From an optimization exercise on the open Yosys and OpenROAD flow, aimed at small area and a short achievable clock period; shortcuts taken in it are not production practice.
RTL that was checked went through simulation tests only; none was proved equivalent to the original.
Only the layout flow was run in runs 1, 2 and 6; the RTL was not checked for function there.
Power figures rest on the tool's default switching activity, not on a simulated workload.

===== design/flow/design.v =====
module adder(clk, rst, in_valid, operand_1, operand_2, out_valid, Sum);
input clk;
input rst;
input in_valid;
input [31:0] operand_1;
input [31:0] operand_2;
output out_valid;
output [31:0] Sum;
reg [1:0] valid;
always @(posedge clk)
    if (rst) valid <= 0;
    else valid <= {valid[0:0], in_valid};
assign out_valid = valid[1];
wire [30:0] op2_iw = operand_2[30:0];
wire [31:0] a = operand_1;
wire [30:0] b = op2_iw;
wire [8:0] d12 = {1'b0, a[30:23]} - {1'b0, b[30:23]};
wire [7:0] d21 = b[30:23] - a[30:23];
wire [7:0] cgt = a[30:23] & ~b[30:23];
wire [7:0] ceq = ~(a[30:23] ^ b[30:23]);
wire [3:0] cgt1, ceq1;
wire [1:0] cgt2, ceq2;
genvar ci;
generate for (ci = 0; ci < 4; ci = ci + 1) begin : cmp1
    assign cgt1[ci] = cgt[2*ci+1] | (ceq[2*ci+1] & cgt[2*ci]);
    assign ceq1[ci] = ceq[2*ci+1] & ceq[2*ci];
end endgenerate
generate for (ci = 0; ci < 2; ci = ci + 1) begin : cmp2
    assign cgt2[ci] = cgt1[2*ci+1] | (ceq1[2*ci+1] & cgt1[2*ci]);
    assign ceq2[ci] = ceq1[2*ci+1] & ceq1[2*ci];
end endgenerate
wire ge = cgt2[1] | (ceq2[1] & (cgt2[0] | ceq2[0]));
wire [7:0] dd = ge ? d12[7:0] : d21;
wire [0:0] sgn_aw = a[31];
wire [7:0] emax_aw = ge ? a[30:23] : b[30:23];
wire [22:0] fb_aw = ge ? a[22:0] : b[22:0];
wire [22:0] fs_aw = ge ? b[22:0] : a[22:0];
wire [4:0] sh_aw = dd[4:0];
wire [0:0] shz_aw = (dd[7:5] != 3'd0) || (dd[4:3] == 2'b11);
wire [23:0] x0 = {1'b1, fs_aw};
wire [23:0] x1 = sh_aw[0] ? (x0 >> 1) : x0;
wire [23:0] x2 = sh_aw[1] ? (x1 >> 2) : x1;
reg [0:0] sgn_s2;
reg [7:0] emax_s2;
reg [22:0] fb_s2;
reg [23:0] xs_s2;
reg [4:0] sh_s2;
reg [0:0] shz_s2;
always @(posedge clk) begin
    sgn_s2 <= sgn_aw;
    emax_s2 <= emax_aw;
    fb_s2 <= fb_aw;
    xs_s2 <= x2;
    sh_s2 <= sh_aw;
    shz_s2 <= shz_aw;
end
wire [23:0] xz2 = shz_s2 ? 24'd0 : xs_s2;
wire [23:0] x3 = sh_s2[2] ? (xz2 >> 4) : xz2;
wire [23:0] x4 = sh_s2[3] ? (x3 >> 8) : x3;
wire [23:0] x5 = sh_s2[4] ? (x4 >> 16) : x4;
wire [23:0] sml = x5;
wire [24:0] ms;
madd u_madd(.a({1'b1, fb_s2}), .b(sml), .s(ms));
reg [0:0] sgn_c;
reg [7:0] emax_c;
reg [23:0] ms_c;
always @(posedge clk) begin
    sgn_c <= sgn_s2;
    emax_c <= emax_s2;
    ms_c <= ms[24:1];
end
wire [23:0] msn = ms_c;
wire [7:0] e = emax_c + {7'd0, msn[23]};
wire [22:0] f = msn[23] ? msn[22:0] : {msn[21:0], 1'b0};
wire [31:0] res_dw = {sgn_c, e, f};
assign Sum = res_dw;
endmodule
module madd(a, b, s);
input [23:0] a;
input [23:0] b;
output [24:0] s;
wire [23:0] g0 = a & b;
wire [23:0] p0 = a ^ b;
wire g1_1 = g0[1] | (p0[1] & g0[0]);
wire p1_1 = p0[1] & p0[0];
wire g3_1 = g0[3] | (p0[3] & g0[2]);
wire p3_1 = p0[3] & p0[2];
wire g5_1 = g0[5] | (p0[5] & g0[4]);
wire p5_1 = p0[5] & p0[4];
wire g7_1 = g0[7] | (p0[7] & g0[6]);
wire p7_1 = p0[7] & p0[6];
wire g9_1 = g0[9] | (p0[9] & g0[8]);
wire p9_1 = p0[9] & p0[8];
wire g11_1 = g0[11] | (p0[11] & g0[10]);
wire p11_1 = p0[11] & p0[10];
wire g13_1 = g0[13] | (p0[13] & g0[12]);
wire p13_1 = p0[13] & p0[12];
wire g15_1 = g0[15] | (p0[15] & g0[14]);
wire p15_1 = p0[15] & p0[14];
wire g17_1 = g0[17] | (p0[17] & g0[16]);
wire p17_1 = p0[17] & p0[16];
wire g19_1 = g0[19] | (p0[19] & g0[18]);
wire p19_1 = p0[19] & p0[18];
wire g21_1 = g0[21] | (p0[21] & g0[20]);
wire p21_1 = p0[21] & p0[20];
wire g23_1 = g0[23] | (p0[23] & g0[22]);
wire p23_1 = p0[23] & p0[22];
wire g3_2 = g3_1 | (p3_1 & g1_1);
wire p3_2 = p3_1 & p1_1;
wire g7_2 = g7_1 | (p7_1 & g5_1);
wire p7_2 = p7_1 & p5_1;
wire g11_2 = g11_1 | (p11_1 & g9_1);
wire p11_2 = p11_1 & p9_1;
wire g15_2 = g15_1 | (p15_1 & g13_1);
wire p15_2 = p15_1 & p13_1;
wire g19_2 = g19_1 | (p19_1 & g17_1);
wire p19_2 = p19_1 & p17_1;
wire g23_2 = g23_1 | (p23_1 & g21_1);
wire p23_2 = p23_1 & p21_1;
wire g7_3 = g7_2 | (p7_2 & g3_2);
wire p7_3 = p7_2 & p3_2;
wire g15_3 = g15_2 | (p15_2 & g11_2);
wire p15_3 = p15_2 & p11_2;
wire g23_3 = g23_2 | (p23_2 & g19_2);
wire p23_3 = p23_2 & p19_2;
wire g15_4 = g15_3 | (p15_3 & g7_3);
wire p15_4 = p15_3 & p7_3;
wire g23_4 = g23_3 | (p23_3 & g15_4);
wire p23_4 = p23_3 & p15_4;
wire g11_3 = g11_2 | (p11_2 & g7_3);
wire p11_3 = p11_2 & p7_3;
wire g19_3 = g19_2 | (p19_2 & g15_4);
wire p19_3 = p19_2 & p15_4;
wire g5_2 = g5_1 | (p5_1 & g3_2);
wire p5_2 = p5_1 & p3_2;
wire g9_2 = g9_1 | (p9_1 & g7_3);
wire p9_2 = p9_1 & p7_3;
wire g13_2 = g13_1 | (p13_1 & g11_3);
wire p13_2 = p13_1 & p11_3;
wire g17_2 = g17_1 | (p17_1 & g15_4);
wire p17_2 = p17_1 & p15_4;
wire g21_2 = g21_1 | (p21_1 & g19_3);
wire p21_2 = p21_1 & p19_3;
wire g2_1 = g0[2] | (p0[2] & g1_1);
wire p2_1 = p0[2] & p1_1;
wire g4_1 = g0[4] | (p0[4] & g3_2);
wire p4_1 = p0[4] & p3_2;
wire g6_1 = g0[6] | (p0[6] & g5_2);
wire p6_1 = p0[6] & p5_2;
wire g8_1 = g0[8] | (p0[8] & g7_3);
wire p8_1 = p0[8] & p7_3;
wire g10_1 = g0[10] | (p0[10] & g9_2);
wire p10_1 = p0[10] & p9_2;
wire g12_1 = g0[12] | (p0[12] & g11_3);
wire p12_1 = p0[12] & p11_3;
wire g14_1 = g0[14] | (p0[14] & g13_2);
wire p14_1 = p0[14] & p13_2;
wire g16_1 = g0[16] | (p0[16] & g15_4);
wire p16_1 = p0[16] & p15_4;
wire g18_1 = g0[18] | (p0[18] & g17_2);
wire p18_1 = p0[18] & p17_2;
wire g20_1 = g0[20] | (p0[20] & g19_3);
wire p20_1 = p0[20] & p19_3;
wire g22_1 = g0[22] | (p0[22] & g21_2);
wire p22_1 = p0[22] & p21_2;
assign s[0] = p0[0];
assign s[1] = p0[1] ^ g0[0];
assign s[2] = p0[2] ^ g1_1;
assign s[3] = p0[3] ^ g2_1;
assign s[4] = p0[4] ^ g3_2;
assign s[5] = p0[5] ^ g4_1;
assign s[6] = p0[6] ^ g5_2;
assign s[7] = p0[7] ^ g6_1;
assign s[8] = p0[8] ^ g7_3;
assign s[9] = p0[9] ^ g8_1;
assign s[10] = p0[10] ^ g9_2;
assign s[11] = p0[11] ^ g10_1;
assign s[12] = p0[12] ^ g11_3;
assign s[13] = p0[13] ^ g12_1;
assign s[14] = p0[14] ^ g13_2;
assign s[15] = p0[15] ^ g14_1;
assign s[16] = p0[16] ^ g15_4;
assign s[17] = p0[17] ^ g16_1;
assign s[18] = p0[18] ^ g17_2;
assign s[19] = p0[19] ^ g18_1;
assign s[20] = p0[20] ^ g19_3;
assign s[21] = p0[21] ^ g20_1;
assign s[22] = p0[22] ^ g21_2;
assign s[23] = p0[23] ^ g22_1;
assign s[24] = g23_4;
endmodule

===== design/flow/flow/run.sh =====
#!/bin/bash
# Standard layout with two changes:
#  - synthesis leaves the adder logic to ABC instead of first mapping it to
#    the library's full- and half-adder cells (ADDER_MAP_FILE empty); the
#    registers are not affected;
#  - plain buf_1 cells as the port buffers.
export BUFFER_PORTS_ARGS="-buffer_cell sky130_fd_sc_hd__buf_1"
bash standard.sh ADDER_MAP_FILE= finish > standard.log 2>&1

===== design/flow/standard.sh =====
#!/bin/bash
# synth_recipe.tcl (not shown) runs the flow's synth.tcl, then flattens the netlist and writes it again
# the make line also repeats each setting of config.mk as NAME=value (left out here)
make -C /OpenROAD-flow-scripts/flow DESIGN_CONFIG=/design/flow/config.mk WORK_HOME=/design/flow/orfs CLKGATE_MAP_FILE= SYNTH_SCRIPT=/design/flow/synth_recipe.tcl "${@:-finish}"

===== design/flow/config.mk =====
export PLATFORM = sky130hd
export DESIGN_NAME = adder
export DESIGN_NICKNAME = adder
export VERILOG_FILES = /design/flow/design.v
export SDC_FILE = /design/flow/constraint.sdc
export NUM_CORES = 4
export LEC_CHECK = 0
export ABC_AREA = 1
export CAP_MARGIN = 20
export CORE_MARGIN = 2
export CORE_UTILIZATION = 40
export CTS_BUF_LIST = sky130_fd_sc_hd__clkbuf_4 sky130_fd_sc_hd__clkbuf_8
export SETUP_SLACK_MARGIN = 1.5
export SLEW_MARGIN = 20

===== design/flow/constraint.sdc =====
create_clock -name core_clock -period 4.0 [get_ports {clk}]
set_input_delay 0.8000 -clock core_clock [delete_from_list [all_inputs] [get_ports {clk}]]
set_output_delay 0.8000 -clock core_clock [all_outputs]
set_load 0.01 [all_outputs]

==> results of run 1 <==
## path summary, 6_finish.rpt
kind              start   endpoint  cells past startpoint
max reg2reg      shz_s2   ms_c[22]                     20
min reg2reg  emax_s2[1]  emax_c[1]                      0
min          emax_s2[1]  emax_c[1]                      0
max              shz_s2   ms_c[22]                     20
## Yosys cell counts (all sizes together), types with 10 or more instances
library cell / count / share of area
nand2: 288 / 0.20
inv: 117 / 0.075
o21ai: 97 / 0.084
dfxtp: 95 / 0.32
nand3: 79 / 0.079
nor2: 64 / 0.046
a21oi: 30 / 0.027
buf: 24 / 0.028
xor2: 21 / 0.032
clkbuf: 16 / 0.011
o21a: 16 / 0.020
xnor2: 11 / 0.016
nand4: 10 / 0.011
## final cells by class
cell class                 instances  area (sq um)  share of cell area
multi-input combinational        657          3680               0.495
inverter                         117           474              0.0639
timing repair buffer             144           857               0.115
tap                              184           230              0.0310
clock buffer                      10           138              0.0185
timing repair inverter             5          37.5             0.00506
clock inverter                     6          90.1              0.0121
sequential                        95          1920               0.258
## critical path: cells and delay by family, from the launching register on
kind | cells | cell delay [ns]
simple gates | 15 | 1.31
compound gates | 3 | 0.41
flops | 1 | 0.40
buf+inv | 2 | 0.24
## per-layer routing
metal	vias to the layer above	share of wire
met5	-	0
met4	0	0.024
met3	32	0.052
met2	164	0.44
met1	2594	0.48
li1	3136	-
## state kept, by name, summed over array words and instances, names as in the netlist
| name | count |
|---|---|
| sgn_s2 | 1 |
| xs_s2 | 24 |
| emax_s2 | 8 |
| ms_c | 24 |
| fb_s2 | 23 |
| sgn_c | 1 |
| emax_c | 8 |
| shz_s2 | 1 |
| valid | 2 |
| sh_s2 | 3 |
## metrics by stage
stage	worst slack, ns	power, mW
floorplan	1.44	2.24
global placement	0.643	2.51
detailed placement	0.592	2.52
CTS	1.50	3.32
global route	1.39	3.75
finish	1.53	3.49
## cell families (layout without fill, tap and decap cells)
kind of cell,Yosys count,after routing,synth area share
xor+xnor,32,32,0.0488
simple gates,455,456,0.348
compound gates,166,166,0.162
flops,95,95,0.322
mux,3,3,0.00509
buf+inv,157,282,0.114
## power by group through the flow
| stage | registers, mW | clock network (mW) | logic, mW |
|---|---|---|---|
| final | 1.31 | 0.710 | 1.47 |
| after global routing | 1.34 | 0.767 | 1.65 |
| after floorplan | 1.27 | 0 | 0.966 |
| after global placement | 1.32 | 0 | 1.20 |
| after detailed placement | 1.32 | 0 | 1.20 |
| after CTS | 1.30 | 0.729 | 1.29 |
## what timing repair did
item / CTS / global route
gates resized for setup: 35 / 113
setup buffers: 13 / 20
endpoints found under the setup margin: 42 / 38
cloned: 7 / 3
pin swaps: 4 / 31
==> summary.txt, run 1 <==
status - timing/DRC/antenna clean
routed len/inst - 12.5 um
Post-Syn Nets - 975
Int Pwr - 2.12 mW
Reg2Reg Setup Slack - 1.53 ns
max_cap viols - 0
worst skew pair latency - 0.36 ns
initial core utilization - 0.407
GR Overflow Total - 0
clock share of power - 0.203
HP Class - flop to flop
DIE HEIGHT - 125 um
Worst path slowest cell - dfxtp_4
vias per cell - 4.87
final max-slew violation count - 0
Boundary Pins - 100
net switching power - 1.38 mW
crit end category - flop
nets - 1,096
final std cell area, no fill - 0.00742 sq mm
number of fill cells - 1,486
Fin Hold WS - 0.327 ns
Tmin final - 2.47 ns
post-DP HPWL - 11.0 mm
Placed Instance Area - 0.00641 sq mm
DRC Markers - 0
die area - 0.0157 sq mm
largest net degree at the start of global routing - 48
sequential fraction of the synthesis area - 0.322
Data arrival, critical path - 2.73 ns
grt peak-use layer - met2
M3 GR Usage - 0.0325
die width - 125 um
CTS Buf Count - 9
Mapped Cells - 908
Highest Clock Rate - 405 MHz
Slew HR - 0.572
Req. time, crit path - 4.26 ns
Sw Share - 0.395
Worst Tran Pin Value - 0.641 ns
drt pass-1 iters - 5
async set-reset flop share out of synthesis - 0
most frequent cells in the layout - 240 x nand2_1, 104 x inv_1, 92 x buf_1
RSZ-0062 raised after global routing - true
Synth Cell Area - 0.00590 sq mm
Post-synth EDFFs - 0
Unique masters post-synth - 48
Syn-to-layout area delta - 25.8%
ANT cells - 0
kind of critical path - flop to flop
Setup Skew - 0.0140 ns
input/output buffers - 98
CTS sink count - 95
overall routing resource usage - 0.189
vias - 5,926
Comb pwr share - 0.421
final core occ - 0.513
Startpoint Class - flop
initial antenna violation count - 0
fin crit share - 0.617
post-route ant nets - 0
Pleak - 3.52 nW
Max FO, Critical Path - 6
most common cell after layout, fill and taps aside - nand2_1
Core ar. - 0.0145 sq mm
Reg clk slew, reported paths - 0.09 ns
DR iter-0 viols - 360
CTS root buffer - clkbuf_8
Ys Warns - 1
met2 Use GR - 0.297
mean post-synth cell area - 6.50 sq um
Final setup violation count - 0
VDD IR-drop max - 182 uV
PD cells - 471 mW/mm^2
H-tree depth - 3
most used cell, CP - nand2_4
critical path cell sequence - nor2_4, buf_6, nand2_4, a21oi_4, o21ai_2, or2_4, nand2_4, nor2_2, inv_2, nor2_2, a21oi_2, nand2_4, nand2_4, nand2_4, nand2_2, nand2_2, nand2_2, nand2_2, nand2_1, nand2_1
share of post-route cells with drive strength above 1 - 0.214
hold_buf cts - 0
Flop pwr share - 0.376
GP Congestion - 0.876
Detailed Route WL - 15.2 mm
CTS tree - built
# placed instances - 1,159
Max clock buf depth - 2
number of global-route vias before repair - 5,133
first-pass GRT wire length - 24.4 mm
Non-Filler Instances - 1,218
FP Rows - 44
Final TNS setup - 0 ns
Yosys reg bits - 95
ys flop type - dfxtp_1
crit-path max cell delay - 0.40 ns
final hold violation count - 0
grt met1 use - 0.265
==> run 2, diff against run 1 <==
--- a/design/flow/design.v
+++ b/design/flow/design.v
@@ -16,20 +16,7 @@
 wire [30:0] b = op2_iw;
 wire [8:0] d12 = {1'b0, a[30:23]} - {1'b0, b[30:23]};
 wire [7:0] d21 = b[30:23] - a[30:23];
-wire [7:0] cgt = a[30:23] & ~b[30:23];
-wire [7:0] ceq = ~(a[30:23] ^ b[30:23]);
-wire [3:0] cgt1, ceq1;
-wire [1:0] cgt2, ceq2;
-genvar ci;
-generate for (ci = 0; ci < 4; ci = ci + 1) begin : cmp1
-    assign cgt1[ci] = cgt[2*ci+1] | (ceq[2*ci+1] & cgt[2*ci]);
-    assign ceq1[ci] = ceq[2*ci+1] & ceq[2*ci];
-end endgenerate
-generate for (ci = 0; ci < 2; ci = ci + 1) begin : cmp2
-    assign cgt2[ci] = cgt1[2*ci+1] | (ceq1[2*ci+1] & cgt1[2*ci]);
-    assign ceq2[ci] = ceq1[2*ci+1] & ceq1[2*ci];
-end endgenerate
-wire ge = cgt2[1] | (ceq2[1] & (cgt2[0] | ceq2[0]));
+wire ge = ~d12[8];
 wire [7:0] dd = ge ? d12[7:0] : d21;
 wire [0:0] sgn_aw = a[31];
 wire [7:0] emax_aw = ge ? a[30:23] : b[30:23];
@@ -37,7 +24,7 @@
 wire [22:0] fs_aw = ge ? b[22:0] : a[22:0];
 wire [4:0] sh_aw = dd[4:0];
 wire [0:0] shz_aw = (dd[7:5] != 3'd0) || (dd[4:3] == 2'b11);
-wire [23:0] x0 = {1'b1, fs_aw};
+wire [23:0] x0 = shz_aw ? 24'd0 : {1'b1, fs_aw};
 wire [23:0] x1 = sh_aw[0] ? (x0 >> 1) : x0;
 wire [23:0] x2 = sh_aw[1] ? (x1 >> 2) : x1;
 reg [0:0] sgn_s2;
@@ -45,17 +32,14 @@
 reg [22:0] fb_s2;
 reg [23:0] xs_s2;
 reg [4:0] sh_s2;
-reg [0:0] shz_s2;
 always @(posedge clk) begin
     sgn_s2 <= sgn_aw;
     emax_s2 <= emax_aw;
     fb_s2 <= fb_aw;
     xs_s2 <= x2;
     sh_s2 <= sh_aw;
-    shz_s2 <= shz_aw;
 end
-wire [23:0] xz2 = shz_s2 ? 24'd0 : xs_s2;
-wire [23:0] x3 = sh_s2[2] ? (xz2 >> 4) : xz2;
+wire [23:0] x3 = sh_s2[2] ? (xs_s2 >> 4) : xs_s2;
 wire [23:0] x4 = sh_s2[3] ? (x3 >> 8) : x3;
 wire [23:0] x5 = sh_s2[4] ? (x4 >> 16) : x4;
 wire [23:0] sml = x5;
==> design/flow/flow/run.sh (replaced) <==
#!/bin/bash
# Standard layout, with plain buf_1 cells as the port buffers.
export BUFFER_PORTS_ARGS="-buffer_cell sky130_fd_sc_hd__buf_1"
bash standard.sh > standard.log 2>&1
--- a/design/flow/config.mk
+++ b/design/flow/config.mk
@@ -9,6 +9,5 @@
 export CAP_MARGIN = 20
 export CORE_MARGIN = 2
 export CORE_UTILIZATION = 40
-export CTS_BUF_LIST = sky130_fd_sc_hd__clkbuf_4 sky130_fd_sc_hd__clkbuf_8
-export SETUP_SLACK_MARGIN = 1.5
+export SETUP_SLACK_MARGIN = 1.3
 export SLEW_MARGIN = 20
==> run 2 against run 1 <==
Setup slack got worse by 0.51 ns. Global-route usage up 1.4 points. Largest cell class unchanged. Die area up 2.7%. Utilization increased by 2.7 points. Combinational power increased by about 30%. Hold slack about the same. Synthesized area is 2.8% higher. Critical path depth is 1 lower. Still clean. Routed wire length grew 19%. Sequential cell count shrank 1.
==> summary.txt, run 2 <==
final hold violation count - 0
GR Overflow Total - 0
FP Rows - 45
Unique masters post-synth - 33
worst skew pair latency - 0.36 ns
DR iter-0 viols - 569
kind of critical path - flop to flop
die width - 127 um
Final TNS setup - 0 ns
GP Congestion - 0.854
count leader, synth - nand2_1
Synth Cell Area - 0.00606 sq mm
most common cell after layout, fill and taps aside - nand2_1
number of global-route vias before repair - 5,264
Worst Tran Pin Value - 0.725 ns
Final setup violation count - 0
largest net degree at the start of global routing - 46
area leader, netlist - dfxtp_1
Max clock buf depth - 2
Largest regs - ms_c x24, xs_s2 x24, fb_s2 x23
Boundary Pins - 100
crit end category - flop
Data arrival, critical path - 3.22 ns
VDD IR-drop max - 267 uV
final max-slew violation count - 0
ys flop type - dfxtp_1
CTS sink count - 94
input/output buffers - 98
Highest Clock Rate - 336 MHz
initial antenna violation count - 0
mean post-synth cell area - 6.80 sq um
Post-synth EDFFs - 0
max_cap viols - 0
CTS tree - built
drt pass-1 iters - 7
overall routing resource usage - 0.203
routed len/inst - 14.8 um
Startpoint Class - flop
Reg clk slew, reported paths - 0.07 ns
Area contributors post-synth - dfxtp_1 31%, nand2_1 18%, ha_1 7.8%
post-route ant nets - 0
Post-Syn Nets - 1,011
H-tree depth - 3
fin crit share - 0.744
top-area cell type share of the netlist area - 0.310
Ys Warns - 1
Slew HR - 0.516
DRC Markers - 0
vias per cell - 5.07
initial core utilization - 0.403
first-pass GRT wire length - 25.9 mm
Detailed Route WL - 18.1 mm
RSZ-0062 raised after global routing - true
CTS Buf Count - 9
status - timing/DRC/antenna clean
Tmin final - 2.98 ns
Req. time, crit path - 4.24 ns
async set-reset flop share out of synthesis - 0
CTS root buffer - clkbuf_16
PD cells - 501 mW/mm^2
DIE HEIGHT - 127 um
Syn-to-layout area delta - 33.8%
Setup Skew - 0.00900 ns
Mapped Cells - 892
nets - 1,155
Max FO, Critical Path - 11
HP Class - flop to flop
most frequent cells in the layout - 267 x nand2_1, 97 x inv_1, 96 x buf_1
post-DP HPWL - 11.3 mm
sequential fraction of the synthesis area - 0.310
share of post-route cells with drive strength above 1 - 0.198
vias - 6,223
Post-synth top cells - 290 x nand2_1, 108 x inv_1, 94 x dfxtp_1
ANT cells - 0
Yosys reg bits - 94
Core ar. - 0.0150 sq mm
Pleak - 3.91 nW
die area - 0.0162 sq mm
final core occ - 0.540
## run 2: path summary, 6_finish.rpt
check,slack (ns),end,from,cells after the start
hold reg to reg,0.33,emax_c[2],emax_s2[2],0
setup / recovery,1.02,ms_c[14],sh_s2[2],19
setup reg to reg,1.02,ms_c[14],sh_s2[2],19
hold / removal,0.33,emax_c[2],emax_s2[2],0
## run 2: repair_timing
item / in CTS / in global routing
cloned: 8 / 10
gates resized for setup: 47 / 108
pin swaps: 19 / 49
buffers inserted: 42 / 18
hold buffers: 0 / 0
endpoints found under the setup margin: 45 / 58
## run 2: metal layers
layer	track usage	part of all wire	wire length (um)	up-vias
li1	-	-	-	3147
met1	0.275	0.44	7950	2815
met2	0.326	0.48	8630	213
met3	0.0293	0.050	907	48
met4	0.0827	0.035	635	0
met5	0	0	0	-
## run 2: worst max-delay path: stages (launching register included)
cell and delay, ns:
dfxtp_4 0.39, buf_8 0.15, clkinv_8 0.08, nand2_1 0.07, nand2_2 0.06, nand2_2 0.10
inv_2 0.04, o21ai_2 0.14, inv_1 0.06, ha_1 0.28, nand2_1 0.05, nor2_1 0.14
a211oi_2 0.09, o21ai_2 0.21, buf_4 0.15, inv_4 0.03, o21bai_4 0.17, a31oi_4 0.10
fa_1 0.41, xnor2_1 0.13
## run 2: power breakdown
group          switching, mW  internal (mW)  total (mW)
Combinational           1.08          0.823        1.91
Clock                  0.376          0.544       0.921
Sequential             0.103           1.13        1.23
Total                   1.56           2.50        4.06
## run 2: cells by family (layout without fill, tap and decap cells)
group	count (synthesis)	count (layout)	synth area share
AND/OR/NAND/NOR	428	435	0.297
buffers and inverters	162	303	0.115
AO/OA/AOI/OAI	134	134	0.121
flip-flops	94	94	0.310
adder cells (fa/ha/maj)	52	52	0.125
XOR/XNOR	22	22	0.0318
## run 2: cell type report
type                            count  area, sq um
Fill cell                        1451         6920
Multi-Input combinational cell    643         3940
Sequential cell                    94         1890
Timing Repair Buffer              177         1280
Inverter                          109          438
Tap cell                          188          235
Clock buffer                        9          225
Clock inverter                      6         86.3
Timing Repair inverter              2         16.3
## run 2: per-stage QoR
| stage | total power, mW | area (sq um) | setup slack (ns) | hold slack [ns] | instances |
|---|---|---|---|---|---|
| floorplan | 2.19 | 6130 | 1.21 | 0.310 | 892 |
| global placement | 2.46 | 6480 | 0.582 | 0.310 | 1135 |
| detailed placement | 2.48 | 6480 | 0.553 | 0.312 | 1135 |
| CTS | 3.69 | 7390 | 1.13 | 0.326 | 1200 |
| global route | 4.31 | 8110 | 0.904 | 0.334 | 1228 |
| finish | 4.06 | 8110 | 1.02 | 0.327 | 1228 |
==> run 3, diff against run 2 <==
--- a/design/flow/design.v
+++ b/design/flow/design.v
@@ -16,7 +16,20 @@
 wire [30:0] b = op2_iw;
 wire [8:0] d12 = {1'b0, a[30:23]} - {1'b0, b[30:23]};
 wire [7:0] d21 = b[30:23] - a[30:23];
-wire ge = ~d12[8];
+wire [7:0] cgt = a[30:23] & ~b[30:23];
+wire [7:0] ceq = ~(a[30:23] ^ b[30:23]);
+wire [3:0] cgt1, ceq1;
+wire [1:0] cgt2, ceq2;
+genvar ci;
+generate for (ci = 0; ci < 4; ci = ci + 1) begin : cmp1
+    assign cgt1[ci] = cgt[2*ci+1] | (ceq[2*ci+1] & cgt[2*ci]);
+    assign ceq1[ci] = ceq[2*ci+1] & ceq[2*ci];
+end endgenerate
+generate for (ci = 0; ci < 2; ci = ci + 1) begin : cmp2
+    assign cgt2[ci] = cgt1[2*ci+1] | (ceq1[2*ci+1] & cgt1[2*ci]);
+    assign ceq2[ci] = ceq1[2*ci+1] & ceq1[2*ci];
+end endgenerate
+wire ge = cgt2[1] | (ceq2[1] & (cgt2[0] | ceq2[0]));
 wire [7:0] dd = ge ? d12[7:0] : d21;
 wire [0:0] sgn_aw = a[31];
 wire [7:0] emax_aw = ge ? a[30:23] : b[30:23];
@@ -24,33 +37,36 @@
 wire [22:0] fs_aw = ge ? b[22:0] : a[22:0];
 wire [4:0] sh_aw = dd[4:0];
 wire [0:0] shz_aw = (dd[7:5] != 3'd0) || (dd[4:3] == 2'b11);
-wire [23:0] x0 = shz_aw ? 24'd0 : {1'b1, fs_aw};
+wire [23:0] x0 = {1'b1, fs_aw};
 wire [23:0] x1 = sh_aw[0] ? (x0 >> 1) : x0;
 wire [23:0] x2 = sh_aw[1] ? (x1 >> 2) : x1;
-reg [0:0] sgn_s2;
-reg [7:0] emax_s2;
-reg [22:0] fb_s2;
-reg [23:0] xs_s2;
-reg [4:0] sh_s2;
+wire [23:0] x3 = sh_aw[2] ? (x2 >> 4) : x2;
+reg [0:0] sgn_s3;
+reg [7:0] emax_s3;
+reg [22:0] fb_s3;
+reg [23:0] xs_s3;
+reg [4:0] sh_s3;
+reg [0:0] shz_s3;
 always @(posedge clk) begin
-    sgn_s2 <= sgn_aw;
-    emax_s2 <= emax_aw;
-    fb_s2 <= fb_aw;
-    xs_s2 <= x2;
-    sh_s2 <= sh_aw;
+    sgn_s3 <= sgn_aw;
+    emax_s3 <= emax_aw;
+    fb_s3 <= fb_aw;
+    xs_s3 <= x3;
+    sh_s3 <= sh_aw;
+    shz_s3 <= shz_aw;
 end
-wire [23:0] x3 = sh_s2[2] ? (xs_s2 >> 4) : xs_s2;
-wire [23:0] x4 = sh_s2[3] ? (x3 >> 8) : x3;
-wire [23:0] x5 = sh_s2[4] ? (x4 >> 16) : x4;
+wire [23:0] xz3 = shz_s3 ? 24'd0 : xs_s3;
+wire [23:0] x4 = sh_s3[3] ? (xz3 >> 8) : xz3;
+wire [23:0] x5 = sh_s3[4] ? (x4 >> 16) : x4;
 wire [23:0] sml = x5;
 wire [24:0] ms;
-madd u_madd(.a({1'b1, fb_s2}), .b(sml), .s(ms));
+madd u_madd(.a({1'b1, fb_s3}), .b(sml), .s(ms));
 reg [0:0] sgn_c;
 reg [7:0] emax_c;
 reg [23:0] ms_c;
 always @(posedge clk) begin
-    sgn_c <= sgn_s2;
-    emax_c <= emax_s2;
+    sgn_c <= sgn_s3;
+    emax_c <= emax_s3;
     ms_c <= ms[24:1];
 end
 wire [23:0] msn = ms_c;
--- a/design/flow/config.mk
+++ b/design/flow/config.mk
@@ -9,5 +9,6 @@
 export CAP_MARGIN = 20
 export CORE_MARGIN = 2
 export CORE_UTILIZATION = 40
+export CTS_BUF_LIST = sky130_fd_sc_hd__clkbuf_4 sky130_fd_sc_hd__clkbuf_8
 export SETUP_SLACK_MARGIN = 1.3
 export SLEW_MARGIN = 20
==> run 3 against run 2 <==
Still clean. Setup slack improved by 0.23 ns. Power decreased by 22%. Count of clock-buffer cells in the layout increased by 3. Hold slack improved by 0.0052 ns. Combinational power decreased by 32%. Final cell count decreased by 7.2%. Non-clock buffer count decreased by 49.
==> summary.txt, run 3 <==
VDD IR-drop max - 150 uV
input/output buffers - 98
nets - 1,070
Power, Total - 3.18 mW
WHS Endpoint - emax_c[6]
first-pass GRT wire length - 24.3 mm
area leader, netlist - dfxtp_1
Final TNS setup - 0 ns
status - timing/DRC/antenna clean
Ys Warns - 1
count leader, synth - nand2_1
mean post-synth cell area - 7.00 sq um
Tmin final - 2.75 ns
Placed Instance Area - 0.00635 sq mm
Flop pwr share - 0.406
sequential fraction of the synthesis area - 0.318
number of global-route vias before repair - 5,062
final std cell area, no fill - 0.00712 sq mm
Final setup violation count - 0
FP Rows - 44
largest net degree at the start of global routing - 60
initial core utilization - 0.408
number of fill cells - 1,486
Sw Share - 0.390
Req. time, crit path - 4.24 ns
Highest Clock Rate - 364 MHz
most frequent cells in the layout - 185 x nand2_1, 162 x nand3_1, 101 x inv_1
Critical R2R Launch - sh_s3[3]
vias per cell - 4.91
crit end category - flop
Post-Syn Nets - 965
Data arrival, critical path - 2.99 ns
die area - 0.0158 sq mm
CTS sink count - 94
worst skew pair latency - 0.36 ns
setup ws final - 1.25 ns
DIE HEIGHT - 126 um
Max FO, Critical Path - 7
Synth Cell Area - 0.00591 sq mm
RSZ-0062 raised after global routing - true
register area - 0.00189 sq mm
Reg2Reg Setup Slack - 1.25 ns
HP Class - flop to flop
final max-slew violation count - 0
Setup Skew - 0.00774 ns
DRC Markers - 0
DR iter-0 viols - 374
dpl ws - 0.332 ns
Syn-to-layout area delta - 20.5%
Yosys reg bits - 94
routed len/inst - 13.4 um
async set-reset flop share out of synthesis - 0
Reg clk slew, reported paths - 0.08 ns
post-route ant nets - 0
Slew HR - 0.679
share of post-route cells with drive strength above 1 - 0.119
top-area cell type share of the netlist area - 0.318
ANT cells - 0
overall routing resource usage - 0.189
Area contributors post-synth - dfxtp_1 32%, nand3_1 14%, nand2_1 12%
Worst Tran Pin Value - 0.476 ns
Detailed Route WL - 15.3 mm
Comb pwr share - 0.407
H-tree depth - 3
CTS root buffer - clkbuf_8
clock share of power - 0.187
Unique masters post-synth - 36
Boundary Pins - 100
Mapped Cells - 845
FF-to-FF End - ms_c[20]
Pleak - 3.44 nW
GP Congestion - 0.870
initial antenna violation count - 0
fin crit share - 0.688
ys flop type - dfxtp_1
die width - 126 um
final hold violation count - 0
hold path cells - 0
Post-synth EDFFs - 0
Int Pwr - 1.94 mW
R2R cell count - 16
vias - 5,591
Post-synth top cells - 195 x nand2_1, 167 x nand3_1, 107 x inv_1
Max clock buf depth - 2
GR Overflow Total - 0
Startpoint Class - flop
area of the multi-input gates - 0.00369 sq mm
Core ar. - 0.0145 sq mm
PD cells - 446 mW/mm^2
post-DP HPWL - 11.2 mm
CTS tree - built
max_cap viols - 0
CTS Buf Count - 9
kind of critical path - flop to flop
Largest regs - ms_c x24, xs_s3 x24, fb_s3 x23
net switching power - 1.24 mW
most common cell after layout, fill and taps aside - nand2_1
Hold Startpoint - emax_s3[6]
drt pass-1 iters - 5
## run 3: cell count changes in the layout (fill, tap and decap cells not counted), moves of 8 or more
cell and delta:
nand3_1 +136, nand2_1 -82, nand4_1 -44, nor2_1 -9, nand2_2 -17, o21ai_0 -10
buf_4 -31, clkbuf_16 -13, clkbuf_8 +12, o21ai_2 -8, o21ai_1 -10
## run 3: cells by family after synthesis
| group | after synthesis | synth area share |
|---|---|---|
| simple gates | 412 | 0.304 |
| buf+inv | 152 | 0.106 |
| compound gates | 108 | 0.103 |
| flops | 94 | 0.318 |
| fa+ha+maj | 53 | 0.130 |
| xor+xnor | 26 | 0.0385 |
## run 3: power groups by stage
| stage | Sequential (mW) | Combinational, mW | Clock [mW] |
|---|---|---|---|
| after detailed placement | 1.31 | 1.08 | 0 |
| after floorplan | 1.26 | 0.828 | 0 |
| after CTS | 1.29 | 1.21 | 0.609 |
| after global placement | 1.30 | 1.08 | 0 |
| after global routing | 1.32 | 1.46 | 0.649 |
| final | 1.29 | 1.29 | 0.593 |
## run 3: critical path, stage by stage (launching register included)
cell	delay, ns
dfxtp_4	0.37
buf_6	0.13
buf_4	0.13
a21oi_1	0.10
o21ai_0	0.13
o21ai_2	0.12
ha_4	0.23
a21o_1	0.21
a21boi_2	0.18
nand2_4	0.09
nand3_2	0.08
nand2_2	0.06
nand2_2	0.08
nand2_4	0.06
buf_6	0.13
fa_2	0.37
xor2_1	0.17
## run 3: cell type report
type | instances | area share
clock buffers | 12 | 0.0232
clock inverters | 4 | 0.00421
inverters | 112 | 0.0611
multi-input cells | 605 | 0.519
flip-flops and latches | 94 | 0.266
well taps | 184 | 0.0323
repair buffers | 128 | 0.0948
## run 3: per-layer routing
metal  global-route usage  up-vias  wire length, um
met4               0.0569        0              333
li1                     -     2966                -
met1                0.272     2429             7210
met2                0.293      171             6800
met5                    0        -                0
met3               0.0291       25              937
## run 3: worst max-delay path by stage
stage	slack (ns)	endpoint	start	cells after the start
floorplan	1.28	ms_c[21]	shz_s3	19
global placement	0.35	xs_s3[6]	operand_1[24]	13
detailed placement	0.33	xs_s3[5]	operand_1[24]	13
CTS	1.28	ms_c[21]	shz_s3	19
global route	1.12	ms_c[21]	sh_s3[3]	18
finish	1.25	ms_c[20]	sh_s3[3]	16
## run 3: timing repair
action / CTS / global route
pin swaps: 18 / 19
setup buffers: 17 / 6
hold endpoints to repair: 0 / 0
hold buffers: 0 / 0
gates cloned: 4 / 3
endpoints found under the setup margin: 60 / 37
resized for setup: 56 / 28
## run 3: through the flow
stage,instances,hold WS (ns),utilization
finish,1139,0.332,0.492
global route,1139,0.337,0.492
CTS,1130,0.333,0.476
detailed placement,1093,0.312,0.439
global placement,1093,0.311,0.439
floorplan,845,0.310,-
==> run 4, diff against run 3 <==
==> design/flow/flow/run.sh (replaced) <==
#!/bin/bash
# Standard layout with two changes:
#  - synthesis leaves the adder logic to ABC instead of first mapping it to
#    the library's full- and half-adder cells (ADDER_MAP_FILE empty); the
#    registers are not affected;
#  - plain buf_1 cells as the port buffers.
export BUFFER_PORTS_ARGS="-buffer_cell sky130_fd_sc_hd__buf_1"
bash standard.sh ADDER_MAP_FILE= finish > standard.log 2>&1
--- a/design/flow/config.mk
+++ b/design/flow/config.mk
@@ -10,5 +10,5 @@
 export CORE_MARGIN = 2
 export CORE_UTILIZATION = 40
 export CTS_BUF_LIST = sky130_fd_sc_hd__clkbuf_4 sky130_fd_sc_hd__clkbuf_8
-export SETUP_SLACK_MARGIN = 1.3
+export SETUP_SLACK_MARGIN = 1.6
 export SLEW_MARGIN = 20
==> run 4 against run 3 <==
Hold slack got worse by 0.0078 ns. Sequential cell count unchanged. Utilization increased by 3.0 points. Sequential power about the same. Die area decreased by 0.83%. Via count increased by 5.6%. Register-to-register slack improved by 0.54 ns. First-iteration DRC count increased by 1.3%. Clock skew increased by 0.0033 ns. Setup slack improved by 0.36 ns.
==> summary.txt, run 4 <==
mean post-synth cell area - 6.26 sq um
fin crit share - 0.597
Reg clk slew, reported paths - 0.09 ns
Area contributors post-synth - dfxtp_1 32%, nand2_1 22%, o21ai_0 6.7%
# placed instances - 1,187
vias per cell - 4.76
largest net degree at the start of global routing - 48
FP Rows - 44
initial core utilization - 0.406
WHS Endpoint - emax_c[4]
Syn-to-layout area delta - 28.5%
final hold violation count - 0
Largest regs - ms_c x24, xs_s3 x24, fb_s3 x23
DR iter-0 viols - 379
initial antenna violation count - 0
Data arrival, critical path - 2.65 ns
most common cell after layout, fill and taps aside - nand2_1
Hold Startpoint - emax_s3[4]
ANT cells - 0
count leader, synth - nand2_1
CTS root buffer - clkbuf_8
Req. time, crit path - 4.26 ns
nets - 1,120
die width - 125 um
final core occ - 0.522
Detailed Route WL - 15.6 mm
Tmin final - 2.39 ns
Boundary Pins - 100
sequential fraction of the synthesis area - 0.321
GP Congestion - 0.894
RSZ-0062 raised after global routing - true
Worst path slowest cell - o21bai_4
drt pass-1 iters - 5
hold_buf cts - 0
CTS Buf Count - 9
vias - 5,904
Slew HR - 0.665
ys flop type - dfxtp_1
CTS sink count - 94
Non-Filler Instances - 1,241
most frequent cells in the layout - 312 x nand2_1, 99 x inv_1, 92 x buf_1
Synth Cell Area - 0.00586 sq mm
Setup Skew - 0.0110 ns
share of post-route cells with drive strength above 1 - 0.192
DIE HEIGHT - 125 um
post-DP HPWL - 10.8 mm
top-area cell type share of the netlist area - 0.321
die area - 0.0156 sq mm
Post-synth EDFFs - 0
Max clock buf depth - 2
number of fill cells - 1,464
Ys Warns - 1
Final setup violation count - 0
VDD IR-drop max - 167 uV
Reg2Reg Setup Slack - 1.79 ns
status - timing/DRC/antenna clean
HP Class - flop to flop
max_cap viols - 0
Post-synth top cells - 338 x nand2_1, 104 x inv_1, 94 x dfxtp_1
GR Overflow Total - 0
worst skew pair latency - 0.37 ns
number of global-route vias before repair - 4,972
CTS tree - built
Final TNS setup - 0 ns
most used cell, CP - nand2_1
DRC Markers - 0
routed len/inst - 12.6 um
area leader, netlist - dfxtp_1
first-pass GRT wire length - 24.0 mm
overall routing resource usage - 0.186
Startpoint Class - primary input
R2R cell count - 16
async set-reset flop share out of synthesis - 0
Unique masters post-synth - 44
crit end category - flop
post-route ant nets - 0
Pleak - 3.70 nW
Post-Syn Nets - 1,003
critical path cell sequence - clkbuf_2, inv_1, nand2_2, buf_4, a21oi_4, o21bai_4, nand3_4, nand2_8, buf_12, clkbuf_16, nand2_1, o21ai_2, nand2_1, nand2_1, nand2_1, nand3_1, nand2_1
Core ar. - 0.0144 sq mm
PD cells - 477 mW/mm^2
H-tree depth - 3
Yosys reg bits - 94
Mapped Cells - 936
Max FO, Critical Path - 7
Worst Tran Pin Value - 0.498 ns
kind of critical path - primary input to flop
input/output buffers - 98
Critical R2R Launch - shz_s3
Highest Clock Rate - 419 MHz
final max-slew violation count - 0
FF-to-FF End - ms_c[22]
crit-path max cell delay - 0.16 ns
hold path cells - 0
-- run 4: how the worst max path moves through the flow --
| stage | from | to | depth (start not counted) |
|---|---|---|---|
| after floorplan | operand_2[25] | xs_s3[2] | 16 |
| after global placement | operand_2[26] | xs_s3[19] | 16 |
| after detailed placement | operand_2[26] | xs_s3[19] | 16 |
| after CTS | emax_c[1] | Sum[30] | 8 |
| after global routing | operand_1[26] | xs_s3[9] | 18 |
| final | operand_2[26] | xs_s3[9] | 17 |
-- run 4: repair_timing --
item | 4_1_cts | 5_1_grt
setup endpoints to repair | 44 | 38
cloned | 4 | 7
pin swaps | 9 | 33
setup buffers | 9 | 19
gates resized for setup | 48 | 119
-- run 4: stage by stage --
step	setup slack (ns)	hold WS, ns	instance area [sq um]	power, mW
CTS	1.59	0.319	6880	3.39
global route	1.54	0.321	7540	3.85
global placement	0.957	0.313	6310	2.48
floorplan	1.60	0.310	5870	2.20
detailed placement	0.961	0.312	6310	2.49
finish	1.61	0.324	7540	3.59
-- run 4: cell families after synthesis --
family	synth area share
AOI/OAI and AO/OA	0.135
buffers and inverters	0.110
muxes	0.00171
and+or+nand+nor	0.378
xor gates and xnor gates	0.0538
DFF	0.321
-- run 4: power breakdown --
| part | switching, mW | total [mW] | internal, mW |
|---|---|---|---|
| combinational | 0.921 | 1.50 | 0.575 |
| sequential | 0.125 | 1.29 | 1.17 |
| clock | 0.328 | 0.804 | 0.476 |
| total | 1.37 | 3.59 | 2.22 |
-- run 4: cell type report --
class / count / area, sq um / share of cell area
Timing Repair inverter: 2 / 16.3 / 0.00216
Clock inverter: 6 / 134 / 0.0178
Tap cell: 184 / 230 / 0.0305
Multi-Input combinational cell: 692 / 3700 / 0.491
Inverter: 113 / 470 / 0.0624
Timing Repair Buffer: 141 / 967 / 0.128
Clock buffer: 9 / 124 / 0.0164
Sequential cell: 94 / 1890 / 0.251
-- run 4: metal layers --
metal  global-route usage  wire length [um]  share of wire  vias up
met3               0.0231               792          0.051       25
met5                    0                 0              0        -
met2                0.279              6890           0.44      175
li1                     -                 -              -     3177
met1                0.278              7640           0.49     2527
met4               0.0569               310          0.020        0
-- run 4: worst max-delay path, delay by kind of cell --
kind / cells / cell delay (ns)
AOI/OAI and AO/OA: 3 / 0.35
buffers and inverters: 5 / 0.60
and+or+nand+nor: 9 / 0.88
==> run 5, diff against run 4 <==
--- a/design/flow/config.mk
+++ b/design/flow/config.mk
@@ -10,5 +10,5 @@
 export CORE_MARGIN = 2
 export CORE_UTILIZATION = 40
 export CTS_BUF_LIST = sky130_fd_sc_hd__clkbuf_4 sky130_fd_sc_hd__clkbuf_8
-export SETUP_SLACK_MARGIN = 1.6
+export SETUP_SLACK_MARGIN = 1.5
 export SLEW_MARGIN = 20
==> run 5 against run 4 <==
Combinational power down 17%. Critical path type is now flop to output pin. Sequential cell count stayed put. Sequential share of layout area is 2.6 points higher. First-iteration DRC count shrank 25%. Non-clock buffer count shrank 23. Clock skew shrank 0.0012 ns.
==> summary.txt, run 5 <==
post-route ant nets - 0
Req. time, crit path - 3.20 ns
routed len/inst - 11.7 um
input/output buffers - 98
HP Class - flop to flop
CTS root buffer - clkbuf_8
vias - 5,640
number of global-route vias before repair - 4,782
Setup crit end - Sum[30]
Max FO, Critical Path - 3
die width - 125 um
initial antenna violation count - 0
crit-path max cell delay - 0.37 ns
Placed Instance Area - 0.00628 sq mm
Detailed Route WL - 14.2 mm
Reg2Reg Setup Slack - 1.74 ns
Startpoint Class - flop
FF-to-FF End - ms_c[22]
Tmin final - 2.41 ns
Synth Cell Area - 0.00586 sq mm
sequential fraction of the synthesis area - 0.321
DR iter-0 viols - 283
Syn-to-layout area delta - 16.5%
Boundary Pins - 100
final std cell area, no fill - 0.00683 sq mm
count leader, synth - nand2_1
Setup Skew - 0.00985 ns
final hold violation count - 0
Ys Warns - 1
Worst Tran Pin Value - 0.718 ns
hold_buf cts - 0
Yosys reg bits - 94
RSZ-0062 raised after global routing - true
largest net degree at the start of global routing - 48
most frequent cells in the layout - 331 x nand2_1, 104 x inv_1, 95 x buf_1
FP Rows - 44
Largest regs - ms_c x24, xs_s3 x24, fb_s3 x23
critical path cell sequence - nand2_4, nor2_4, nand2_2, nor2_4, and2_4, nand2_2, xnor2_1, buf_2
crit path buf inv count - 1
R2R cell count - 18
Critical path origin - emax_c[0]
die area - 0.0156 sq mm
GP Congestion - 0.884
kind of critical path - flop to output pin
Data arrival, critical path - 1.61 ns
cell count along the critical path - 8
share of post-route cells with drive strength above 1 - 0.115
Mapped Cells - 936
Final setup violation count - 0
status - timing/DRC/antenna clean
Reg clk slew, reported paths - 0.10 ns
most common cell after layout, fill and taps aside - nand2_1
Slew HR - 0.521
GR Overflow Total - 0
worst skew pair latency - 0.38 ns
final max-slew violation count - 0
CTS tree - built
final core occ - 0.474
overall routing resource usage - 0.178
Pleak - 3.39 nW
drt pass-1 iters - 6
Critical R2R Launch - sh_s3[3]
vias per cell - 4.63
post-DP HPWL - 10.9 mm
Post-synth top cells - 338 x nand2_1, 104 x inv_1, 94 x dfxtp_1
DRC Markers - 0
CTS Buf Count - 9
first-pass GRT wire length - 22.8 mm
area leader, netlist - dfxtp_1
initial core utilization - 0.406
Core ar. - 0.0144 sq mm
Post-Syn Nets - 1,003
Unique masters post-synth - 44
top-area cell type share of the netlist area - 0.321
Max clock buf depth - 2
Worst path slowest cell - dfxtp_2
Highest Clock Rate - 415 MHz
async set-reset flop share out of synthesis - 0
crit-path leading delay family - simple AND/OR/NAND/NOR gates
CTS sink count - 94
PD cells - 466 mW/mm^2
ANT cells - 0
max_cap viols - 0
nets - 1,095
mean post-synth cell area - 6.26 sq um
Final TNS setup - 0 ns
VDD IR-drop max - 176 uV
hold path cells - 0
fin crit share - 0.602
Post-synth EDFFs - 0
ys flop type - dfxtp_1
Area contributors post-synth - dfxtp_1 32%, nand2_1 22%, o21ai_0 6.7%
crit end category - output pin
H-tree depth - 3
DIE HEIGHT - 125 um
==> run 5: cell counts after synthesis <==
No cell type changed its count.
==> run 5: cell type report <==
class	count	area, sq um
Fill cell	1578	7590
Inverter	113	452
Tap cell	184	230
Clock inverter	7	78.8
Timing Repair Buffer	118	604
Sequential cell	94	1900
Multi-Input combinational cell	692	3440
Clock buffer	9	124
==> run 5: worst reg2reg max path: stages, from the launching register on <==
cell and delay (ns):
dfxtp_4 0.42, buf_4 0.20, nor3_2 0.21, nand2_1 0.10
nand3b_1 0.10, and2_1 0.19, nand2_1 0.06, nor2_1 0.11
nand2_2 0.08, nand2_4 0.09, nand2_2 0.07, nand2_4 0.08
nand2_2 0.07, nand2_4 0.08, nand2_2 0.05, nand2_2 0.07
nand2_2 0.06, nand3_2 0.06, nand2_1 0.06
==> run 5: per-layer routing <==
metal / vias up / GRT usage / wire length, um
met2: 144 / 0.273 / 6070
met1: 2366 / 0.256 / 7240
met3: 15 / 0.0287 / 615
li1: 3115 / - / -
met5: - / 0 / 0
met4: 0 / 0.0556 / 264
==> run 5: what timing repair did <==
item                                    4_1_cts  5_1_grt
endpoints found under the hold margin         0        0
gates resized for setup                      19       55
setup buffers                                 5        7
pin swaps                                     2       13
cloned                                        1        2
endpoints found under the setup margin       43       39
==> run 5: logic make-up (layout without fill, tap and decap cells) <==
family	after synthesis	in the layout	share of synthesized area
multiplexers	1	1	0.00171
AND/OR/NAND/NOR	511	512	0.378
flip-flops	94	94	0.321
buffers and inverters	151	247	0.110
XOR/XNOR	33	33	0.0538
AO/OA/AOI/OAI	146	146	0.135
==> run 5: through the flow <==
stage	setup slack [ns]	hold slack [ns]	instances	power (mW)
floorplan	1.52	0.310	936	2.20
global placement	0.760	0.312	1186	2.47
detailed placement	0.699	0.312	1186	2.48
CTS	1.51	0.338	1208	3.15
global route	1.47	0.338	1217	3.46
finish	1.59	0.333	1217	3.18
==> run 5: how the worst min path moves through the flow <==
stage                          start   endpoint  slack (ns)
after floorplan           emax_s3[0]  emax_c[0]        0.31
after global routing      emax_s3[1]  emax_c[1]        0.34
final                     emax_s3[1]  emax_c[1]        0.33
after global placement    emax_s3[4]  emax_c[4]        0.31
after detailed placement  emax_s3[4]  emax_c[4]        0.31
after CTS                 emax_s3[4]  emax_c[4]        0.34
==> run 5: power by group <==
part	total [mW]	internal [mW]	switching [mW]
Clock	0.621	0.247	0.375
Sequential	1.32	1.17	0.148
Combinational	1.24	0.449	0.794
Total	3.18	1.87	1.32
==> run 6, diff against run 5 <==
--- a/design/flow/design.v
+++ b/design/flow/design.v
@@ -37,8 +37,10 @@
 wire [22:0] fs_aw = ge ? b[22:0] : a[22:0];
 wire [4:0] sh_aw = dd[4:0];
 wire [0:0] shz_aw = (dd[7:5] != 3'd0) || (dd[4:3] == 2'b11);
-wire [23:0] x0 = {1'b1, fs_aw};
-wire [23:0] x1 = sh_aw[0] ? (x0 >> 1) : x0;
+wire [23:0] pa = {1'b1, a[22:0]} >> d21[0:0];
+wire [23:0] pb = {1'b1, b[22:0]} >> d12[0:0];
+wire [23:0] fsp = ge ? pb : pa;
+wire [23:0] x1 = fsp;
 wire [23:0] x2 = sh_aw[1] ? (x1 >> 2) : x1;
 wire [23:0] x3 = sh_aw[2] ? (x2 >> 4) : x2;
 reg [0:0] sgn_s3;
==> run 6 against run 5 <==
Setup slack got worse by 0.10 ns. Clock skew decreased by 0.0017 ns. Via count increased by 5.8%. Count of clock-buffer cells in the layout is 1 higher. Design area rose by 6.9%. Combinational power up 15%. Power rose by 5.8%. Highest routed layer unchanged.
==> summary.txt, run 6 <==
Area contributors post-synth - dfxtp_1 32%, nand2_1 21%, o21ai_0 9.1%
Highest Clock Rate - 398 MHz
Setup Skew - 0.00816 ns
HP Class - flop to flop
share of post-route cells with drive strength above 1 - 0.145
Tmin final - 2.51 ns
post-route ant nets - 0
Core ar. - 0.0145 sq mm
Reg2Reg Setup Slack - 1.73 ns
GR Overflow Total - 0
fin crit share - 0.628
Ys Warns - 1
initial antenna violation count - 1
ys flop type - dfxtp_1
Final TNS setup - 0 ns
async set-reset flop share out of synthesis - 0
crit end category - flop
RSZ-0062 raised after global routing - true
Non-Filler Instances - 1,246
critical path cell sequence - buf_1, inv_2, nor2_4, inv_2, o21a_4, a21oi_4, o21ai_4, nand3_4, nand2_8, buf_12, o21ai_4, o21ai_4, xor2_4, buf_12, buf_12, buf_16, nand2_1, o21ai_1
sequential fraction of the synthesis area - 0.316
Unique masters post-synth - 44
Pleak - 3.52 nW
final hold violation count - 0
Final setup violation count - 0
vias per cell - 4.79
CTS Buf Count - 9
crit-path leading delay family - buffers and inverters
crit-path max cell delay - 0.18 ns
hold_buf cts - 0
kind of critical path - primary input to flop
most frequent cells in the layout - 326 x nand2_1, 96 x inv_1, 94 x o21ai_0
Slew HR - 0.660
max_cap viols - 0
worst skew pair latency - 0.37 ns
DRC Markers - 0
final max-slew violation count - 0
Post-synth EDFFs - 0
Post-synth top cells - 335 x nand2_1, 108 x o21ai_0, 104 x inv_1
most common cell after layout, fill and taps aside - nand2_1
Req. time, crit path - 4.26 ns
VDD IR-drop max - 161 uV
Critical R2R Launch - sh_s3[4]
Post-Syn Nets - 1,024
mean post-synth cell area - 6.23 sq um
number of global-route vias before repair - 5,022
cell count along the critical path - 18
crit path buf inv count - 7
final core occ - 0.502
Worst path slowest cell - nor2_4
Boundary Pins - 100
Synth Cell Area - 0.00596 sq mm
Max clock buf depth - 2
vias - 5,965
DIE HEIGHT - 126 um
die area - 0.0159 sq mm
count leader, synth - nand2_1
FF-to-FF End - ms_c[22]
Worst Tran Pin Value - 0.505 ns
post-DP HPWL - 11.5 mm
first-pass GRT wire length - 24.3 mm
Setup crit end - xs_s3[19]
overall routing resource usage - 0.185
routed len/inst - 12.3 um
Mapped Cells - 957
Startpoint Class - primary input
PD cells - 461 mW/mm^2
Reg clk slew, reported paths - 0.09 ns
H-tree depth - 3
status - timing/DRC/antenna clean
top-area cell type share of the netlist area - 0.316
initial core utilization - 0.410
die width - 126 um
CTS root buffer - clkbuf_8
Max FO, Critical Path - 6
CTS tree - built
# placed instances - 1,205
area leader, netlist - dfxtp_1
Syn-to-layout area delta - 22.4%
ANT cells - 0
R2R cell count - 21
Largest regs - ms_c x24, xs_s3 x24, fb_s3 x23
DR iter-0 viols - 435
drt pass-1 iters - 5
Detailed Route WL - 15.3 mm
GP Congestion - 0.876
FP Rows - 44
input/output buffers - 98
Yosys reg bits - 94
Data arrival, critical path - 2.77 ns
Critical path origin - operand_2[24]
nets - 1,124
largest net degree at the start of global routing - 58
CTS sink count - 94
## run 6: worst min-delay path by stage
stage	cells past startpoint	startpoint	endpoint	slack, ns
floorplan	0	emax_s3[0]	emax_c[0]	0.31
global placement	0	emax_s3[5]	emax_c[5]	0.31
detailed placement	0	emax_s3[5]	emax_c[5]	0.31
CTS	0	emax_s3[5]	emax_c[5]	0.33
global route	0	emax_s3[2]	emax_c[2]	0.34
finish	0	emax_s3[2]	emax_c[2]	0.33
## run 6: worst register-to-register path, delay by kind of cell, from the launching register on
kind | cells | cell delay (ns)
AND/OR/NAND/NOR | 20 | 1.59
buffers and inverters | 1 | 0.18
flip-flops | 1 | 0.38
## run 6: power breakdown
part	switching [mW]	internal, mW	leakage [nW]
Clock	0.330	0.309	0.103
Sequential	0.124	1.18	0.792
Combinational	0.887	0.541	2.63
Total	1.34	2.03	3.52
## run 6: stage by stage
step	power (mW)	instance area [sq um]	hold slack, ns	setup WS (ns)
detailed placement	2.48	6360	0.313	0.726
finish	3.37	7300	0.331	1.49
CTS	3.20	6800	0.334	1.50
global placement	2.47	6360	0.313	0.750
floorplan	2.20	5960	0.310	1.53
global route	3.63	7300	0.336	1.43
## run 6: repair_timing
| item | in CTS | in global routing |
|---|---|---|
| pin swaps | 5 | 20 |
| hold endpoints to repair | 0 | 0 |
| setup buffers | 6 | 12 |
| endpoints found under the setup margin | 29 | 36 |
| gates resized for setup | 37 | 111 |
| gates cloned | 2 | 5 |
## run 6: final cells by class
type                    instances  area (sq um)
clock inverters                 6          68.8
inverters                     114           473
multi-input cells             707          3680
repair inverters                2          17.5
flip-flops and latches         94          1900
clock buffers                  10           138
well taps                     184           230
fillers                      1519          7230
repair buffers                129           796
## run 6: cell families after synthesis
family	after synthesis	synth area share
simple gates	493	0.342
xor+xnor	34	0.0543
buf+inv	157	0.119
flops	94	0.316
mux	3	0.00503
compound gates	176	0.165
## run 6: per-layer routing
metal,vias up,part of all wire,GRT usage
met5,-,0,0
met4,0,0.017,0.0601
met3,21,0.046,0.0191
met2,162,0.43,0.272
met1,2551,0.51,0.281
li1,3231,-,-
==> run 7, diff against run 6 <==
--- a/design/flow/design.v
+++ b/design/flow/design.v
@@ -14,8 +14,11 @@
 wire [30:0] op2_iw = operand_2[30:0];
 wire [31:0] a = operand_1;
 wire [30:0] b = op2_iw;
-wire [8:0] d12 = {1'b0, a[30:23]} - {1'b0, b[30:23]};
-wire [7:0] d21 = b[30:23] - a[30:23];
+wire [9:0] s12, s21;
+esub u_s12(.a({a[30:23], 1'b1}), .b({~b[30:23], 1'b1}), .s(s12));
+esub u_s21(.a({b[30:23], 1'b1}), .b({~a[30:23], 1'b1}), .s(s21));
+wire [8:0] d12 = {~s12[9], s12[8:1]};
+wire [7:0] d21 = s21[8:1];
 wire [7:0] cgt = a[30:23] & ~b[30:23];
 wire [7:0] ceq = ~(a[30:23] ^ b[30:23]);
 wire [3:0] cgt1, ceq1;
@@ -37,10 +40,8 @@
 wire [22:0] fs_aw = ge ? b[22:0] : a[22:0];
 wire [4:0] sh_aw = dd[4:0];
 wire [0:0] shz_aw = (dd[7:5] != 3'd0) || (dd[4:3] == 2'b11);
-wire [23:0] pa = {1'b1, a[22:0]} >> d21[0:0];
-wire [23:0] pb = {1'b1, b[22:0]} >> d12[0:0];
-wire [23:0] fsp = ge ? pb : pa;
-wire [23:0] x1 = fsp;
+wire [23:0] x0 = {1'b1, fs_aw};
+wire [23:0] x1 = sh_aw[0] ? (x0 >> 1) : x0;
 wire [23:0] x2 = sh_aw[1] ? (x1 >> 2) : x1;
 wire [23:0] x3 = sh_aw[2] ? (x2 >> 4) : x2;
 reg [0:0] sgn_s3;
@@ -76,6 +77,49 @@
 wire [22:0] f = msn[23] ? msn[22:0] : {msn[21:0], 1'b0};
 wire [31:0] res_dw = {sgn_c, e, f};
 assign Sum = res_dw;
+endmodule
+module esub(a, b, s);
+input [8:0] a;
+input [8:0] b;
+output [9:0] s;
+wire [8:0] g0 = a & b;
+wire [8:0] p0 = a ^ b;
+wire g1_1 = g0[1] | (p0[1] & g0[0]);
+wire p1_1 = p0[1] & p0[0];
+wire g3_1 = g0[3] | (p0[3] & g0[2]);
+wire p3_1 = p0[3] & p0[2];
+wire g5_1 = g0[5] | (p0[5] & g0[4]);
+wire p5_1 = p0[5] & p0[4];
+wire g7_1 = g0[7] | (p0[7] & g0[6]);
+wire p7_1 = p0[7] & p0[6];
+wire g2_1 = g0[2] | (p0[2] & g1_1);
+wire p2_1 = p0[2] & p1_1;
+wire g3_2 = g3_1 | (p3_1 & g1_1);
+wire p3_2 = p3_1 & p1_1;
+wire g6_1 = g0[6] | (p0[6] & g5_1);
+wire p6_1 = p0[6] & p5_1;
+wire g7_2 = g7_1 | (p7_1 & g5_1);
+wire p7_2 = p7_1 & p5_1;
+wire g4_1 = g0[4] | (p0[4] & g3_2);
+wire p4_1 = p0[4] & p3_2;
+wire g5_2 = g5_1 | (p5_1 & g3_2);
+wire p5_2 = p5_1 & p3_2;
+wire g6_2 = g6_1 | (p6_1 & g3_2);
+wire p6_2 = p6_1 & p3_2;
+wire g7_3 = g7_2 | (p7_2 & g3_2);
+wire p7_3 = p7_2 & p3_2;
+wire g8_1 = g0[8] | (p0[8] & g7_3);
+wire p8_1 = p0[8] & p7_3;
+assign s[0] = p0[0];
+assign s[1] = p0[1] ^ g0[0];
+assign s[2] = p0[2] ^ g1_1;
+assign s[3] = p0[3] ^ g2_1;
+assign s[4] = p0[4] ^ g3_2;
+assign s[5] = p0[5] ^ g4_1;
+assign s[6] = p0[6] ^ g5_2;
+assign s[7] = p0[7] ^ g6_2;
+assign s[8] = p0[8] ^ g7_3;
+assign s[9] = g8_1;
 endmodule
 module madd(a, b, s);
 input [23:0] a;
--- a/design/flow/config.mk
+++ b/design/flow/config.mk
@@ -5,7 +5,7 @@
 export SDC_FILE = /design/flow/constraint.sdc
 export NUM_CORES = 4
 export LEC_CHECK = 0
-export ABC_AREA = 1
+export ABC_AREA = 0
 export CAP_MARGIN = 20
 export CORE_MARGIN = 2
 export CORE_UTILIZATION = 40
==> run 7 against run 6 <==
Sequential cell count unchanged. Non-clock buffer count grew 56. Die area rose by 2.9%. Largest cell class unchanged. Largest power group unchanged. Highest routed layer unchanged.
==> summary.txt, run 7 <==
Tmin final - 3.06 ns
crit end category - flop
nets - 880
Final setup violation count - 0
RSZ-0062 raised after global routing - true
Final TNS setup - 0 ns
final max-slew violation count - 0
most common cell after layout, fill and taps aside - buf_1
Startpoint Class - primary input
Slew HR - 0.625
post-DP HPWL - 11.5 mm
Max clock buf depth - 2
Setup Skew - 0.0129 ns
final core occ - 0.570
Max FO, Critical Path - 5
Post-synth EDFFs - 0
PD cells - 458 mW/mm^2
first-pass GRT wire length - 25.6 mm
Reg clk slew, reported paths - 0.09 ns
Critical R2R Launch - sh_s3[3]
CTS root buffer - clkbuf_8
async set-reset flop share out of synthesis - 0
Post-Syn Nets - 722
DR iter-0 viols - 210
top-area cell type share of the netlist area - 0.306
hold path cells - 0
initial core utilization - 0.407
Pleak - 3.35 nW
CTS Buf Count - 9
Worst path slowest cell - maj3_2
mean post-synth cell area - 9.38 sq um
Boundary Pins - 100
# placed instances - 914
FP Rows - 45
GR Overflow Total - 0
number of fill cells - 1,264
vias - 5,458
post-route ant nets - 0
max_cap viols - 0
count leader, synth - dfxtp_1
crit-path max cell delay - 0.33 ns
status - timing/DRC/antenna clean
routed len/inst - 17.4 um
worst skew pair latency - 0.38 ns
largest net degree at the start of global routing - 76
Largest regs - ms_c x24, xs_s3 x24, fb_s3 x23
Ys Warns - 1
Reg2Reg Setup Slack - 0.95 ns
Post-synth top cells - 94 x dfxtp_1, 78 x mux2_2, 58 x mux2i_1
Hold Startpoint - emax_s3[0]
ys flop type - dfxtp_1
VDD IR-drop max - 209 uV
Synth Cell Area - 0.00615 sq mm
FF-to-FF End - ms_c[10]
WHS Endpoint - emax_c[0]
share of post-route cells with drive strength above 1 - 0.390
final hold violation count - 0
CTS tree - built
most frequent cells in the layout - 93 x buf_1, 89 x dfxtp_1, 51 x mux2_2
R2R cell count - 11
Fin Hold WS - 0.331 ns
Req. time, crit path - 4.27 ns
H-tree depth - 3
HP Class - flop to flop
Core ar. - 0.0151 sq mm
overall routing resource usage - 0.196
crit path buf inv count - 4
GP Congestion - 0.840
critical path cell sequence - clkbuf_4, nand2b_4, maj3_2, o221ai_4, a31oi_4, o221ai_2, nand2_2, mux2i_4, xnor2_4, buf_6, buf_12, buf_16, mux2_4, mux2_4
fin crit share - 0.766
Area contributors post-synth - dfxtp_1 31%, mux2_2 14%, mux2i_1 9.4%
ANT cells - 0
crit-path leading delay family - multiplexers
number of global-route vias before repair - 5,109
Detailed Route WL - 17.5 mm
DRC Markers - 0
kind of critical path - primary input to flop
sequential fraction of the synthesis area - 0.306
input/output buffers - 98
Worst Tran Pin Value - 0.559 ns
die width - 128 um
most used cell, CP - mux2_4
initial antenna violation count - 0
die area - 0.0164 sq mm
Data arrival, critical path - 3.33 ns
Syn-to-layout area delta - 39.8%
area leader, netlist - dfxtp_1
drt pass-1 iters - 4
Mapped Cells - 655
vias per cell - 5.43
Highest Clock Rate - 327 MHz
Yosys reg bits - 94
CTS sink count - 94
Unique masters post-synth - 71
DIE HEIGHT - 128 um
Non-Filler Instances - 1,006
==> run 7: cell types whose count changed after synthesis, moves of 40 or more <==
cell	before	now
nand3_1	50	10
nand2_1	335	38
inv_1	104	19
mux2_2	0	78
o21ai_0	108	15
mux2i_1	3	58
==> run 7: power by group <==
group          internal (mW)  leakage (nW)  switching (mW)  total [mW]
sequential              1.16         0.792           0.223        1.38
combinational           1.04          2.47           0.899        1.94
clock                  0.253        0.0943           0.371       0.624
total                   2.45          3.35            1.49        3.94
==> run 7: logic make-up after synthesis <==
kind of cell,Yosys count,synth area share
flops,94,0.306
xor+xnor,54,0.0782
buf+inv,57,0.0470
fa+ha+maj,25,0.0434
simple gates,160,0.138
compound gates,128,0.147
mux,137,0.240
==> run 7: how the worst max path moves through the flow <==
stage | startpoint | end | cells past startpoint
2_1_floorplan | operand_1[23] | xs_s3[17] | 11
3_3_place_gp | operand_2[23] | xs_s3[9] | 12
3_5_place_dp | operand_2[23] | xs_s3[0] | 12
4_1_cts | operand_1[23] | xs_s3[2] | 14
5_1_grt | sh_s3[3] | ms_c[10] | 12
6_report | operand_2[23] | xs_s3[2] | 14
==> run 7: what timing repair did <==
item,4_1_cts,5_1_grt
hold endpoints to repair,0,0
hold buffers,0,0
gates cloned,4,2
setup buffers,50,20
pin swaps,41,29
gates resized for setup,88,92
endpoints found under the setup margin,54,74
==> run 7: per-stage QoR <==
step	power, mW	cell area (sq um)	worst slack, ns
2_1_floorplan	2.34	6360	0.694
3_3_place_gp	2.63	6840	0.424
3_5_place_dp	2.66	6840	0.395
4_1_cts	3.67	7970	0.987
5_1_grt	4.13	8590	0.822
6_report	3.94	8590	0.937
==> run 7: worst register-to-register path: cells and delay by family, from the launching register on <==
kind / cells / cell delay (ns)
AOI/OAI and AO/OA: 3 / 0.54
xor gates and xnor gates: 1 / 0.14
adders and majority gates: 4 / 1.34
buffers and inverters: 1 / 0.14
DFF: 1 / 0.43
muxes: 1 / 0.26
and+or+nand+nor: 1 / 0.11
==> run 7: final cells by class <==
cell class / count / area (sq um) / share of cell area
sequential: 94 / 1890 / 0.220
timing repair buffer: 185 / 1370 / 0.159
multi-input combinational: 504 / 4840 / 0.563
clock buffer: 10 / 138 / 0.0160
inverter: 19 / 71.3 / 0.00830
clock inverter: 6 / 51.3 / 0.00597
tap: 188 / 235 / 0.0274
==> run 7: metal layers <==
layer / up-vias / global-route usage / share of wire
met5: - / 0 / 0
met1: 2597 / 0.274 / 0.46
met2: 154 / 0.314 / 0.47
li1: 2675 / - / -
met3: 32 / 0.0196 / 0.044
met4: 0 / 0.0750 / 0.026

## afterwards: timing with drivers on the ports
In the flow no input, the clock included, has a driving cell. The finished layouts below were timed again as built, in two steps.
Step 1 assumes that a clkbuf_16 drives the clock port and a buf_2 every other input.
Step 2 also shifts input and output timing later by t, the mid clock arrival at the registers, as if the neighbouring blocks saw the same clock.
Slacks: no drivers / after step 1 / after step 2; pairs: no drivers / after step 1.
run | t, ns | setup WS [ns] | cell pins on the clock port's net
run 1 | 0.395 | 1.531 / 1.531 / 1.165 | 1
run 2 | 0.394 | 1.023 / 1.023 / 0.871 | 1
run 3 | 0.383 | 1.249 / 1.249 / 1.041 | 1
run 4 | 0.393 | 1.612 / 1.623 / 1.231 | 1
run 5 | 0.408 | 1.591 / 1.560 / 1.213 | 1
run 6 | 0.394 | 1.487 / 1.497 / 1.103 | 1
run 7 | 0.405 | 0.937 / 0.934 / 0.529 | 1
After both steps setup and hold are still met in every run listed. The setup slack of run 7, which loses most, moves by -0.003 ns with the drivers and by -0.408 ns with both steps.
